This design comes from an exercise in tuning for small area, a short achievable clock period and few clock cycles per item on the open sky130 flow, not from production work.
RTL that was checked went through simulation tests only; none was proved equivalent to the original.
For run 2, only the layout was checked, not whether the RTL still works.

File: flow/run.sh
#!/bin/bash
# synth_recipe.tcl (not shown) runs the flow's synth.tcl, then flattens the netlist and writes it again
# the make line also repeats each setting of config.mk as NAME=value (left out here)
make -C /OpenROAD-flow-scripts/flow DESIGN_CONFIG=/design/flow/config.mk WORK_HOME=/design/flow/orfs CLKGATE_MAP_FILE= SYNTH_SCRIPT=/design/flow/synth_recipe.tcl finish
File: flow/config.mk
export PLATFORM = sky130hd
export DESIGN_NAME = geofence
export DESIGN_NICKNAME = geofence
export VERILOG_FILES = /design/flow/design.v
export SDC_FILE = /design/flow/constraint.sdc
export NUM_CORES = 4
export LEC_CHECK = 0
export CAP_MARGIN = 20
export CORE_MARGIN = 2
export CORE_UTILIZATION = 40
export SLEW_MARGIN = 20
File: flow/constraint.sdc
create_clock -name core_clock -period 12.0 [get_ports {clk}]
set_input_delay 2.4000 -clock core_clock [delete_from_list [all_inputs] [get_ports {clk}]]
set_output_delay 2.4000 -clock core_clock [all_outputs]
set_load 0.01 [all_outputs]
File: flow/design.v
module geofence ( clk,reset,X,Y,valid,is_inside);
input clk;
input reset;
input [9:0] X;
input [9:0] Y;
output reg valid;
output reg is_inside;
parameter S_IDLE   = 3'b010;
parameter S_SORT   = 3'b110;
parameter S_CAL    = 3'b111;
parameter S_OUTPUT = 3'b011;
genvar i;
wire signed [21:0] product;
wire signed [10:0] A_s[1:0], B_s[1:0], C_s[1:0];
reg  [9:0] A[1:0], B[1:0], C[1:0];
reg  [9:0] A_nxt[1:0], B_nxt[1:0], C_nxt[1:0];
reg  [9:0] pos_x[6:0], pos_y[6:0];
reg [4:0] flag;
wire [2:0] flag_sum;
reg [2:0] pointer, cnt_sort, cnt;
reg [2:0] cs, ns;
assign product = (A_s[0] - C_s[0])*(B_s[1] - C_s[1]) - (A_s[1] - C_s[1])*(B_s[0] - C_s[0]);
generate 
for (i = 0; i < 2; i = i + 1) begin
    assign A_s[i] = {1'b0, A[i]};
    assign B_s[i] = {1'b0, B[i]};
    assign C_s[i] = {1'b0, C[i]};
end
endgenerate 
always @(*) begin
    case (cs)
        S_SORT : begin
            C[0] = pos_x[1];
            C[1] = pos_y[1];
            A[0] = (cnt == 3'd7) ? pos_x[0] : pos_x[cnt];
            A[1] = (cnt == 3'd7) ? pos_y[0] : pos_y[cnt];
            B[0] = (cnt_sort == 3'd7) ? pos_x[0] : pos_x[cnt_sort];
            B[1] = (cnt_sort == 3'd7) ? pos_y[0] : pos_y[cnt_sort];
        end
        S_CAL : begin
            A[0] = pos_x[0]; 
            A[1] = pos_y[0];
            case (cnt) 
                3'd1 : begin
                    C[0] = pos_x[2];
                    C[1] = pos_y[2];
                    B[0] = pos_x[3];
                    B[1] = pos_y[3];
                end
                3'd2 : begin 
                    C[0] = pos_x[3];
                    C[1] = pos_y[3];
                    B[0] = pos_x[4];
                    B[1] = pos_y[4];
                end
                3'd3 : begin
                    C[0] = pos_x[4];
                    C[1] = pos_y[4];
                    B[0] = pos_x[5];
                    B[1] = pos_y[5];
                end
                3'd4 : begin
                    C[0] = pos_x[5];
                    C[1] = pos_y[5];
                    B[0] = pos_x[6];
                    B[1] = pos_y[6];
                end
                3'd5 : begin
                    C[0] = pos_x[6];
                    C[1] = pos_y[6];
                    B[0] = pos_x[1];
                    B[1] = pos_y[1];
                end
                default : begin
                    C[0] = pos_x[1];
                    C[1] = pos_y[1];
                    B[0] = pos_x[2];
                    B[1] = pos_y[2];
                end
            endcase 
        end
        default : begin
            A[0] = pos_x[2];
            A[1] = pos_y[2];
            B[0] = pos_x[3];
            B[1] = pos_y[3];
            C[0] = pos_x[1];
            C[1] = pos_y[1];
        end
    endcase 
end
generate
for (i = 0; i < 7; i = i + 1) begin
    always @(posedge clk or posedge reset) begin
        if (reset) begin
            pos_x[i] <= 10'd0;
            pos_y[i] <= 10'd0;
        end
        else if (cs == S_IDLE) begin
            if (cnt == i) begin
                pos_x[i] <= X;
                pos_y[i] <= Y;
            end 
            else begin
                pos_x[i] <= pos_x[i];
                pos_y[i] <= pos_y[i];
            end 
        end
        else if (cs == S_SORT) begin
            if (i == 0 || i == 1) begin
                pos_x[i] <= pos_x[i];
                pos_y[i] <= pos_y[i];
            end
            else begin
                if (cnt_sort == 3'd7 && i == pointer) begin
                    pos_x[i] <= pos_x[cnt];    
                    pos_y[i] <= pos_y[cnt];
                end
                else if (cnt_sort == 3'd7 && i == cnt) begin
                    pos_x[i] <= pos_x[pointer];
                    pos_y[i] <= pos_y[pointer];
                end
                else begin
                    pos_x[i] <= pos_x[i];
                    pos_y[i] <= pos_y[i];
                end
            end
        end
        else begin
            pos_x[i] <= pos_x[i];
            pos_y[i] <= pos_y[i];
        end
    end
end
endgenerate
generate 
for (i = 0; i < 5; i = i + 1) begin
    always @(posedge clk or posedge reset) begin
        if (reset) flag[i] <= 1'b0;
        else if (cs == S_SORT) begin
            if (cnt_sort == 3'd7 && i + 2 == pointer) flag[i] <= 1'b1;       
            else                                      flag[i] <= flag[i];
        end
        else flag[i] <= 1'b0;
    end
end
endgenerate
always @(posedge clk or posedge reset) begin
    if (reset) pointer <= 3'd2;
    else if (cs == S_SORT) begin
        if (cnt_sort == 3'd7) pointer <= 3'd2;
        else if (cnt_sort == 3'd0) pointer <= pointer;
        else if (product[21] == 1'b0) pointer <= pointer + 3'd1;  
        else pointer <= pointer;
    end
    else pointer <= 3'd2;
end
always @(posedge clk or posedge reset) begin
    if (reset) cnt_sort <= 3'd3;
    else begin
        case (cs)
            S_IDLE : cnt_sort <= 3'd3;
            S_SORT : begin
                if (cnt_sort == 3'd7) cnt_sort <= 3'd0;  
                else if (cnt_sort == 3'd0 || flag_sum == 3'd4) cnt_sort <= (cnt == 3'd2) ? 3'd3 : 3'd2;  
                else if (cnt_sort == (cnt - 3'd1)) cnt_sort <= cnt_sort + 3'd2;
                else cnt_sort <= cnt_sort + 3'd1;
            end
            S_CAL : begin
                cnt_sort[2] <= cnt_sort[2];
                cnt_sort[1] <= (product[21] == 1'b1) ? 1'b0 : cnt_sort[1];  
                cnt_sort[0] <= cnt_sort[0];
            end
            default : cnt_sort <= cnt_sort;
        endcase
    end
end
assign flag_sum = flag[0] + flag[1] + flag[2] + flag[3] + flag[4];
always @(posedge clk or posedge reset) begin
    if (reset) cnt <= 3'd0;
    else begin
        case (cs) 
            S_IDLE : cnt <= (cnt == 3'b110) ? 3'd2 : cnt + 3'd1;  
            S_SORT : begin
                if (flag_sum == 3'd4) cnt <= 3'd1;
                else begin
                    cnt <= (pointer == cnt && cnt_sort == 3'd7) ? cnt + 3'd1 : cnt;
                end
            end
            S_CAL : cnt <= (cnt == 3'b111) ? cnt : cnt + 3'd1;
            default : cnt <= 3'd7;
        endcase
    end 
end
always @(*) begin
    case (cs) 
        S_IDLE : ns = (cnt == 3'b110) ? S_SORT : cs;
        S_SORT : ns = (flag_sum == 3'd4) ? S_CAL : cs;  
        S_CAL : ns = (cnt == 3'd6) ? S_OUTPUT : cs;
        S_OUTPUT : ns = S_IDLE;
        default : ns = S_IDLE;
    endcase
end
always @(posedge clk or posedge reset) begin
    if (reset) cs <= S_IDLE;
    else       cs <= ns;        
end
always @(posedge clk or posedge reset) begin
    if (reset)               valid <= 1'b0;
    else if (cs == S_OUTPUT) valid <= 1'b1;
    else                     valid <= 1'b0; 
end
always @(posedge clk or posedge reset) begin
    if (reset)               is_inside <= 1'b0;
    else if (cs == S_OUTPUT) is_inside <= cnt_sort[1];
    else                     is_inside <= 1'b0; 
end
endmodule
==> run notes, run 1 <==
Total Nets Final = 3203
Avg WL per Cell = 23.5 um
Min Tclk post-route = 11120 ps
Clock latency on the worst-skew pair = 460 ps
Clk slew on worst S/H paths = 80 ps
Gr ovfl total = 0
Vias in the first global route = 21700
Period Utilization, post-route = 92.6%
Synth Flop Type = dfrtp_1
RSZ-0062 raised after global routing = false
Outcome = no timing/DRC/antenna violations
Area grow syn2layout = 7.82%
EDFF count, synth = 0
Die X-Extent = 246 um
Setup repair bufs after CTS = 0
Asr flop ratio synth = 100%
Slowest cell on crit path = fa_1
Startpoint Class = register
Row Count = 88
Crit path top cell by count = fa_1
Pin count of the biggest net entering global routing = 101
Worst path required time = 12360 ps
Global-route wire length before repair = 129 mm
WP data arrival = 11470 ps
Routability Congestion = 1.03
Kind of critical path = register to register
Crit path launch = cnt[0]
Die area = 60400 sq um
Dpl hpwl = 60.7 mm
Nature of the critical path endpoint = register
Setup TNS = 0 ps
Number of max-cap violations = 0
Mean post-synth cell area = 8.24 sq um
ANT nets after route = 0
Clock skew = 14.3 ps
Synth top area share = 23.2%
Via-per-instance ratio = 6.15
Max incr delay on CP = 850 ps
GRT Overall Usage = 27.8%
Slew headroom = 27.5%
Ports = 24
Max Fanout on Critical Path = 12
Initial Util = 40.5%
Leading area contributor after synthesis = fa_1
CTS Hold Bufs = 0
DRT Wirelength = 83.6 mm
Post-Synthesis Cells = 2838
Synth top cells by count = nand2_1, inv_1, fa_1
Number of fill cells in the layout = 5716
1st-pass router iterations = 11
H-Tree Depth = 4
Layout cell share with drive strength beyond 1 = 10.3%
Most frequent cell after synthesis = nand2_1
Height of the chip = 246 um
CTS tree = yes
Root buf cell = clkbuf_16
Post-synthesis cell type count = 60
Hold Startpoint = flag[3]
Final setup violation count = 0
Area of the core = 57700 sq um
Num CTS Buffers = 17
I/O Buffers = 23
Synthesized area = 23400 sq um
DRC errors left = 0
Hold Path Class = register to register
Initial antenna violation count = 2
Sink Count = 158
Ys Warns = 6
DRT iter0 DRCs = 3333
Final hold violation count = 0
Reg-to-Reg Start = cnt[0]
Register area share after synthesis = 16.9%
#FFs+latches synth = 158
Core Util, Final = 43.7%
Deepest clock path buffer count = 2
Top post-synthesis cells by area = fa_1, dfrtp_1, nand2_1
Total number of vias = 21900
Slew @ Worst Pin = 1090 ps
Max Transition Viols Final = 0
Fmax = 0.0900 GHz
Net Count, Synth = 3267
## cells in the final DEF (no fill, tap or decap), types with 4 or more instances in the layout
master	n
nand4_1	8
nand2b_1	32
ha_1	133
clkbuf_16	17
a21oi_1	143
a31oi_1	119
mux2_2	132
nor4_1	4
and3_1	7
a21o_1	18
a22oi_1	40
fa_1	271
inv_1	334
or2_2	10
inv_6	6
nand2_1	488
o21ai_0	140
dfrtp_1	152
clkdlybuf4s50_1	23
a221o_1	18
a222oi_1	73
o211ai_1	27
a221oi_1	43
xnor2_1	44
nand3_1	25
mux2i_1	5
nor2_1	190
nor3_1	7
nor2b_1	25
and2_1	42
xor2_1	21
buf_4	86
o22ai_1	17
a22o_1	12
## area by class of cell
cell class | count | area, sq um | area share, %
Antenna cell | 1 | 2.50 | 0.00992
Timing Repair Buffer | 111 | 903 | 3.58
Clock buffer | 18 | 439 | 1.74
Inverter | 338 | 1270 | 5.05
Multi-Input combinational cell | 2148 | 17500 | 69.4
Clock inverter | 14 | 169 | 0.670
Sequential cell | 158 | 3960 | 15.7
Tap cell | 765 | 957 | 3.80
## through the flow
step / hold slack [ps] / setup slack [ps] / cells / instance area [sq um]
floorplan: 487 / 1620 / 2838 / 23400
global placement: 511 / 701 / 3518 / 24600
detailed placement: 519 / 430 / 3518 / 24600
CTS: 537 / 402 / 3550 / 25200
global route: 562 / 186 / 3552 / 25200
finish: 538 / 885 / 3553 / 25200
## per-layer routing
layer	share of wire, %	GRT usage [%]	vias to the layer above	wire (um)
met2	44	43.4	1411	37100
met4	5.0	13.4	2	4170
li1	-	-	9528	-
met1	41	36.8	10600	34100
met5	0.016	0	-	13
met3	9.8	5.59	306	8180
## cell families (layout without fill, tap and decap cells)
logic type      count (synthesis)  in the layout  synth area share (%)
mux                           137            137                  6.57
buf+inv                       532            481                  8.59
xor+xnor                       67             67                  2.51
compound gates                680            680                  19.4
fa+ha+maj                     407            407                  30.5
simple gates                  857            857                  15.5
flops                         158            158                  16.9
other cells                     0              1                     0
## worst paths after layout
path | end | slack, ps | cells after the start
setup / recovery | pointer[2] | 880 | 35
hold / removal | flag[3] | 540 | 2
setup reg to reg | pointer[2] | 880 | 35
hold reg to reg | flag[3] | 540 | 2
max in group asynchronous | pos_y[3][5] | 8070 | 3
min in group asynchronous | pos_x[6][2] | 2540 | 2
## worst max-delay path, delay by kind of cell, from the launching register on
kind | cells | cell delay, ps
and+or+nand+nor | 4 | 1030
xor gates and xnor gates | 5 | 1610
DFF | 1 | 480
muxes | 1 | 320
AOI/OAI and AO/OA | 11 | 2530
adders and majority gates | 9 | 4520
buffers and inverters | 5 | 500
## registers in the layout (all words and copies together), names as in the netlist
| signal | count |
|---|---|
| pos_y | 70 |
| pointer | 3 |
| cs | 2 |
| cnt_sort | 3 |
| cnt | 3 |
| is_inside | 1 |
| flag | 5 |
| valid | 1 |
| pos_x | 70 |
## repair_timing
item                       in CTS  in global routing
setup endpoints to repair       0                  4
resized for setup               0                  2
hold endpoints to repair        0                  0
Testbench counts, summed over its fixed seeds: cycles 48,480, objects 1,200.
==> run 2: changes to the inputs <==
==> flow/design.v (replaced) <==
module geofence (clk, reset, X, Y, valid, is_inside);
input clk;
input reset;
input [9:0] X;
input [9:0] Y;
output valid;
output is_inside;
reg  [2:0] cnt;             
reg  [9:0] px, py;
reg  signed [10:0] rx, ry, lx, ly;
reg  in_flag;
wire signed [10:0] dx = $signed({1'b0, X}) - $signed({1'b0, px});
wire signed [10:0] dy = $signed({1'b0, Y}) - $signed({1'b0, py});
function pos_cross;
    input signed [10:0] ux, uy, wx, wy;
    reg tie;
    reg signed [22:0] s;
    begin
        tie = (uy > wy) | ((uy == wy) & (wx > ux));
        s = ux * wy - uy * wx - 23'sd1 + $signed({22'd0, tie});
        pos_cross = ~s[22];
    end
endfunction
wire pa = pos_cross(rx, ry, dx, dy);    
wire pb = pos_cross(dx, dy, lx, ly);    
always @(posedge clk or posedge reset) begin
    if (reset) cnt <= 3'd0;
    else       cnt <= cnt + 3'd1;
end
always @(posedge clk) begin
    if (cnt == 3'd0) begin
        px <= X;
        py <= Y;
    end
    if (cnt == 3'd1) begin
        rx <= dx; ry <= dy;
        lx <= dx; ly <= dy;
        in_flag <= 1'b0;
    end else if (cnt != 3'd0 && cnt != 3'd7) begin
        if (!pa && pb) begin rx <= dx; ry <= dy; end
        if (pa && !pb) begin lx <= dx; ly <= dy; end
        if (!pa && !pb) in_flag <= 1'b1;
    end
end
assign valid = (cnt == 3'd7);
assign is_inside = in_flag;
endmodule
==> run notes, run 2 <==
Crit path top cell by count = fa_1
Final worst slack = 631 ps (-254 ps)
Avg WL per Cell = 18.8 um (-20%)
Num CTS Buffers = 9 (-8)
DRT Wirelength = 59.0 mm (-29%)
Ports = 24 (unchanged)
Clk slew on worst S/H paths = 60 ps (-20 ps)
CTS Hold Bufs = 0 (unchanged)
Row Count = 87 (-1.1%)
Net Count, Synth = 3169 (-3.0%)
Top post-synthesis cells by area = fa_1, ha_1, inv_1
Area grow syn2layout = 7.52%
Setup TNS = 0 ps (unchanged)
Initial Util = 40.5% (-0.078 points)
DRT iter0 DRCs = 1222 (-63%)
1st-pass router iterations = 5 (-6)
Multi-input gate area = 18100 sq um (+3.2%)
H-Tree Depth = 3 (-1)
#FFs+latches synth = 68 (-57%)
Die X-Extent = 243 um (-1.1%)
I/O Buffers = 23 (unchanged)
Sink Count = 68 (-57%)
Startpoint Class = primary input
Leading area contributor after synthesis = fa_1
Worst path required time = 12040 ps (-320 ps)
Commonest cells after routing, fill and taps aside = inv_1, fa_1, ha_1
Setup slack, reg-to-reg = 2840 ps (+1960 ps)
Asr flop ratio synth = 4.41% (-96 points)
Max Fanout on Critical Path = 22 (+10)
Synthesized area = 22900 sq um (-2.3%)
N_diodes = 0 (-1)
Mux contribution to synthesized area = 0.148% (-6.4 points)
Critical path's top delay family = adder cells
GRT Overall Usage = 21.4% (-6.4 points)
Slowest cell on crit path = fa_1
Gr ovfl total = 0 (unchanged)
Outcome = no timing/DRC/antenna violations
Total number of vias = 15500 (-29%)
Setup repair bufs after CTS = 0 (unchanged)
Worst Hold Path Cells = 1 (-1)
Layout cell share with drive strength beyond 1 = 4.55% (-5.8 points)
Min Tclk post-route = 11370 ps (+254 ps)
Pin count of the biggest net entering global routing = 24 (-76%)
WP data arrival = 11410 ps (-60 ps)
ANT nets after route = 0 (unchanged)
Height of the chip = 243 um (-1.1%)
Fmax = 0.0880 GHz (-2.2%)
Number of max-cap violations = 0 (unchanged)
Synth Flop Type = edfxtp_1
Clock latency on the worst-skew pair = 340 ps (-120 ps)
Vias in the first global route = 17600 (-19%)
Final hold violation count = 0 (unchanged)
Slew @ Worst Pin = 812 ps (-275 ps)
Area of the core = 56500 sq um (-2.1%)
Final setup violation count = 0 (unchanged)
Routability Congestion = 0.942 (-8.3%)
CTS tree = yes
Via-per-instance ratio = 4.96 (-19%)
Post-synthesis cell type count = 61 (+1.7%)
Die area = 59100 sq um (-2.2%)
Kind of critical path = primary input to register
Critical Path Stages = 36 (+2.9%)
Largest family of logic cells by synthesized area = adder cells
Initial antenna violation count = 0 (-2)
Synth top area share = 48.2% (+25 points)
Number of fill cells in the layout = 5491 (-3.9%)
Synth Area in Simple Gates = 12.2% (-3.3 points)
Period Utilization, post-route = 94.7% (+2.1 points)
Synth top cells by count = inv_1, fa_1, ha_1
Max Transition Viols Final = 0 (unchanged)
RSZ-0062 raised after global routing = false
Dpl hpwl = 49.3 mm (-19%)
Slew headroom = 45.9% (+18 points)
Total Nets Final = 3181 (-0.69%)
Root buf cell = clkbuf_16
Synth Area in Compound Gates = 3.11% (-16 points)
Most frequent cell after synthesis = inv_1
Storage cell area = 2020 sq um (-49%)
Post-synthesis xor/xnor area fraction = 1.88% (-0.63 points)
Nature of the critical path endpoint = register
Global-route wire length before repair = 96.9 mm (-25%)
Mean post-synth cell area = 9.69 sq um (+18%)
Clock skew = 12.2 ps (-2.06 ps)
Worst R2R Path Depth = 34 (-2.9%)
Deepest clock path buffer count = 2 (unchanged)
Register area share after synthesis = 8.82% (-8.1 points)
Buf/Inv on CP = 9 (+4)
CTS resizes = 0 (unchanged)
Hold Path Class = register to register
Max incr delay on CP = 570 ps (-280 ps)
Commonest non-fill, non-tap cell in the layout = inv_1
EDFF count, synth = 64 (+64)
Pre-CTS setup slack = 272 ps (-159 ps)
DRC errors left = 0 (unchanged)
Synth Area in Adders = 61.2% (+31 points)
Post-Synthesis Cells = 2359 (-17%)
Ys Warns = 1 (-5)
-- run 2: cell count changes after synthesis, moves of 117 or more --
cell,previous run,this run
o21ai_0,142,19
dfrtp_1,155,3
inv_1,335,682
mux2_2,132,0
nand2_1,488,228
fa_1,271,550
a21oi_1,144,27
-- run 2: cell type report --
class | count | share of cell area, %
tap | 756 | 3.85
multi-input combinational | 1531 | 73.5
inverter | 687 | 10.5
sequential | 68 | 8.21
clock inverter | 6 | 0.163
clock buffer | 10 | 0.972
timing repair buffer | 74 | 2.80
-- run 2: cell families (layout without fill, tap and decap cells) --
family	count (synthesis)	in the layout
flops	68	68
fa+ha+maj	788	788
simple gates	590	590
buf+inv	760	777
mux	3	3
compound gates	103	103
xor+xnor	47	47
-- run 2: per-stage QoR --
| step | std cells | area (sq um) | hold slack, ps | utilization [%] |
|---|---|---|---|---|
| global route | 3132 | 24600 | 511 | 43.5 |
| finish | 3132 | 24600 | 491 | 43.5 |
| global placement | 3116 | 24300 | 463 | 43.0 |
| detailed placement | 3116 | 24300 | 479 | 43.0 |
| floorplan | 2359 | 22900 | 448 | - |
| CTS | 3132 | 24600 | 487 | 43.5 |
-- run 2: worst paths after layout --
kind,start,endpoint
worst max-delay path,X[0],lx[2]
worst min-delay path,cnt[0],cnt[0]
worst max register to register,px[0],lx[2]
worst min register to register,cnt[0],cnt[0]
max in group asynchronous,reset,cnt[2]
min in group asynchronous,reset,cnt[1]
-- run 2: layer usage --
layer  wire, um  part of all wire (%)  track usage, %  vias up
li1           -                     -               -     6871
met1      24100                    41            28.6     7983
met2      28000                    48            35.3      580
met3       4620                   7.8            3.70      111
met4       2250                   3.8            6.89        0
met5          0                     0               0        -
-- run 2: worst register-to-register path: cells and delay by family, from the launching register on --
family	cells	cell delay (ps)
compound gates	8	1190
flops	1	370
simple gates	8	1510
xor+xnor	1	430
buf+inv	7	930
fa+ha+maj	10	4420

afterwards: timing with drivers on the ports:
The flow's constraints put no driver on any port. The routed layouts listed below were extracted and timed again, unchanged, in two steps. Step 1: set_driving_cell puts a clkbuf_16 on clk and a buf_2 on each other input, an assumption about the parent block. Step 2 times the ports against the registers' clock, not the clock port: input delays grow and output delays shrink by t, the midpoint of the rising clock arrivals with the driver on. Three values: ideal, step 1, step 2; two values: the first two.
| run | shift t [ns] | setup slack, ns | cell pins on the clock port's net |
|---|---|---|---|
| run 1 | 0.510 | 0.885 / 0.885 / 0.885 | 1 |
| run 2 | 0.377 | 0.631 / 0.649 / 0.272 | 1 |
After both steps setup and hold are still met in every run listed. The setup slack of run 2, which loses most, moves by +0.018 ns with the drivers and by -0.359 ns with both steps.
